This design comes from an exercise in tuning for small area on the open sky130 flow, not from production work. Where RTL was checked, it was by simulation tests only, not by an equivalence proof against the original. Power figures rest on the tool's default switching activity, not on a simulated workload.

==> flow/design.v <==
module ALU(
  input            clk,
  input      [7:0] A, B,
  input      [3:0] opcode,
  output reg [7:0] out
);
  wire op_div  = (opcode == 4'd3);
  wire op_cmp  = (opcode[3:2] == 2'b11) & (opcode[1:0] != 2'b00);
  reg [7:0] x;
  always @* begin
    case (opcode)
      4'd0, 4'd1, 4'd4,
      4'd13, 4'd14, 4'd15: x = 8'd1;
      4'd2, 4'd6:          x = B;
      4'd5:                x = out;
      4'd7:                x = 8'd2;
      default:             x = 8'd0;
    endcase
  end
  reg [3:0] t;       
  reg       use_acc, use_sr;
  always @* begin
    t = 4'b0000; use_acc = 1'b0; use_sr = 1'b0;
    case (opcode)
      4'd0:                t = 4'b1010;    
      4'd1, 4'd13,
      4'd14, 4'd15:        t = 4'b0101;    
      4'd3:                t = 4'b1100;    
      4'd4, 4'd6:          use_acc = 1'b1;
      4'd8:                use_sr = 1'b1;
      4'd9:                t = 4'b1000;    
      4'd10:               t = 4'b1110;    
      4'd11:               t = 4'b0110;    
      4'd12:               t = 4'b0111;    
      default:             t = 4'b0000;
    endcase
  end
  wire [7:0] asr = {1'b0, A[7:1]};
  reg  [7:0] c;
  integer i;
  always @* begin
    for (i = 0; i < 8; i = i + 1)
      c[i] = t[{A[i], B[i]}] | (use_acc & out[i]) | (use_sr & asr[i]);
  end
  wire [7:0] y    = op_div ? ~B : A;
  wire       cin0 = op_div | op_cmp | (opcode == 4'd1);
  wire [7:0] q;
  wire [7:0] rr [0:8];
  assign rr[8] = 8'd0;
  wire       cout0;
  genvar k, j;
  generate
    for (k = 7; k >= 0; k = k - 1) begin : g_row
      localparam integer W = 8 - k;
      wire [W-1:0] xx, ss;
      wire [W:0]   cc;
      if (W == 1) begin : g_x1
        assign xx = c[k];
      end else begin : g_xn
        assign xx = {rr[k+1][W-2:0], c[k]};
      end
      assign cc[0] = (k == 0) ? cin0 : op_div;
      for (j = 0; j < W; j = j + 1) begin : g_bit
        assign ss[j]   = xx[j] ^ y[j] ^ cc[j];
        if (W <= 5) begin : g_fa assign cc[j+1] = (xx[j] & y[j]) | (cc[j] & (xx[j] ^ y[j])); end else begin : g_mx assign cc[j+1] = y[j] ? (xx[j] | cc[j]) : (xx[j] & cc[j]); end
      end
      wire hz;
      if (W == 8) begin : g8
        assign hz = 1'b1;
      end else begin : gn
        assign hz = ~|B[7:W];
      end
      wire sel = op_div ? (cc[W] & hz) : x[k];
      assign q[k] = sel;
      assign rr[k] = {{(8-W){1'b0}}, (sel ? ss : xx)};
      if (k == 0) begin : g_c0
        assign cout0 = cc[W];
      end
    end
  endgenerate
  wire eq = ~|rr[0];
  reg  flag;
  always @* begin
    case (opcode[1:0])
      2'd1:    flag = eq;
      2'd2:    flag = cout0 & ~eq;
      default: flag = ~cout0;
    endcase
  end
  always @(posedge clk) begin
    if (op_div)      out <= q;
    else if (op_cmp) out <= {8{flag}};
    else             out <= rr[0];
  end
endmodule
make LEC_CHECK=0 ABC_AREA=1 CAP_MARGIN=20 CORE_MARGIN=2 CORE_UTILIZATION=40 GPL_TIMING_DRIVEN=0 SLEW_MARGIN=20 finish   # period 15.0 ns
run.sh (not shown) runs the stock make flow with config.mk's settings and CLKGATE_MAP_FILE= SYNTH_SCRIPT=/design/flow/synth_recipe.tcl, a recipe that flattens the netlist after the stock synthesis.
Rerun with:
--- a/flow/design.v
+++ b/flow/design.v
@@ -63,5 +63,5 @@
       for (j = 0; j < W; j = j + 1) begin : g_bit
         assign ss[j]   = xx[j] ^ y[j] ^ cc[j];
-        if (W <= 5) begin : g_fa assign cc[j+1] = (xx[j] & y[j]) | (cc[j] & (xx[j] ^ y[j])); end else begin : g_mx assign cc[j+1] = y[j] ? (xx[j] | cc[j]) : (xx[j] & cc[j]); end
+        assign cc[j+1] = y[j] ? (xx[j] | cc[j]) : (xx[j] & cc[j]);
       end
       wire hz;
Effect:
- The new run went through all stages and came out clean
- worst hold slack gets worse by 0.13 ns
- clock power goes up by 11%
- critical path depth drops by 21
- synthesized cell count is higher by 10%
- setup slack gains 2.6 ns
Function not checked in the first run of this note: the RTL went through the layout flow alone.

* * *

## run 2
Starts from the design.v that is shown in full above.
clock: 15.0 ns
lec_check: 0
cap_margin: 20
core_margin: 2
core_utilization: 40
slew_margin: 20
Although it ran to completion, run 2 produced a layout that fails the final checks because of setup timing.
--- input diff run 2..run 1 ---
diff --git a/flow/design.v b/flow/design.v
--- a/flow/design.v
+++ b/flow/design.v
@@ -60,11 +60,11 @@
         assign xx = {rr[k+1][W-2:0], c[k]};
       end
       assign cc[0] = (k == 0) ? cin0 : op_div;
       for (j = 0; j < W; j = j + 1) begin : g_bit
         assign ss[j]   = xx[j] ^ y[j] ^ cc[j];
-        if (W <= 5) begin : g_fa assign cc[j+1] = (xx[j] & y[j]) | (cc[j] & (xx[j] ^ y[j])); end else begin : g_mx assign cc[j+1] = y[j] ? (xx[j] | cc[j]) : (xx[j] & cc[j]); end
+        assign cc[j+1] = y[j] ? (xx[j] | cc[j]) : (xx[j] & cc[j]);
       end
       wire hz;
       if (W == 8) begin : g8
         assign hz = 1'b1;
       end else begin : gn
Summary of run 1 over run 2: post-route minimum period lost 2.00 ns; instance count of the mapped netlist grew by 94; final hold slack now smaller. Per the comparison of run 1 with run 2, instance area after placement shows a reduction of about 17%, worst setup slack after placement shows an increase of 2.63 ns. Between run 2 and run 1, count of placed standard cells in the final layout, fillers left out is lower for run 1, run 2 comes in above that. Run 1 reached the end of the flow, and the finished layout is clean on the timing, design-rule and antenna checks. Against run 2, run 1 comes in about 12% lower on met2 layer wire length in the routed design. Run 2 -> run 1: finished layout cell area decreased by more than 10%. Compare run 2 and run 1 | area share of fa/ha/maj cells after synthesis higher: run 2. Run 1 vs run 2: final core utilization down in run 1. For fmax, dividing the value from run 2 by the value from run 1 gives 0.876.
Only the layout flow was run in run 2; the RTL was not checked for function there.

* * *

RTL: the design.v shown in full above, as it stands there.
==> flow/config.mk <==
export PLATFORM = sky130hd
export DESIGN_NAME = ALU
export DESIGN_NICKNAME = ALU
export VERILOG_FILES = /design/flow/design.v
export SDC_FILE = /design/flow/constraint.sdc
export NUM_CORES = 4
export LEC_CHECK = 0
export ABC_AREA = 1
export CAP_MARGIN = 20
export CORE_MARGIN = 2
export CORE_UTILIZATION = 40
export SLEW_MARGIN = 20
==> flow/constraint.sdc <==
create_clock -name core_clock -period 15.0 [get_ports {clk}]
set_input_delay 3.0000 -clock core_clock [delete_from_list [all_inputs] [get_ports {clk}]]
set_output_delay 3.0000 -clock core_clock [all_outputs]
set_load 0.01 [all_outputs]
Rerun with:
--- a/flow/design.v
+++ b/flow/design.v
@@ -63,5 +63,5 @@
       for (j = 0; j < W; j = j + 1) begin : g_bit
         assign ss[j]   = xx[j] ^ y[j] ^ cc[j];
-        if (W <= 5) begin : g_fa assign cc[j+1] = (xx[j] & y[j]) | (cc[j] & (xx[j] ^ y[j])); end else begin : g_mx assign cc[j+1] = y[j] ? (xx[j] | cc[j]) : (xx[j] & cc[j]); end
+        assign cc[j+1] = y[j] ? (xx[j] | cc[j]) : (xx[j] & cc[j]);
       end
       wire hz;
Result:
- design area shrinks by about a fifth
- worst setup slack gets better by 1.9 ns
- via count shrinks slightly
- fmax grows by about a fifth
- area after synthesis grows by a few percent
- clock-buffer cell count stays the same
- wire length grows by a few percent
The RTL of the first run of this note was laid out without a check of its function.

[separate check: timing with driven ports]
The results above use ideal ports. As a check the final layouts listed here were re-extracted and re-timed, cells and wires unchanged.
Step 1 assumes that a clkbuf_16 drives the clock port and a buf_2 every other input.
Step 2, shift: input delay + t, output delay - t, t = (earliest + latest rising clock arrival at the registers) / 2. This alone moves slack from input paths to output paths.
Slacks: no drivers / after step 1 / after step 2; pairs: no drivers / after step 1.
run	t (ns)	setup slack, ns	worst setup path at the end	clock arrival spread, ns	cell pins on the clock port's net
the first run of note 1	0.254	0.683 / 0.678 / 0.424	input to register	0.005 / 0.006	1
the second run of note 1	0.264	3.301 / 3.300 / 3.037	input to register	0.001 / 0.001	1
run 2	0.245	-1.178 / -1.229 / -1.474	input to register	0.002 / 0.002	1
run 1	0.252	0.820 / 0.810 / 0.558	input to register	0.001 / 0.000	1
the first run of note 3	0.251	0.954 / 0.944 / 0.693	input to register	0.009 / 0.008	1
the second run of note 3	0.270	2.832 / 2.834 / 2.564	input to register	0.003 / 0.003	1
For run 2, which loses most, drivers alone change the setup slack by -0.051 ns; drivers and shift together by -0.296 ns.
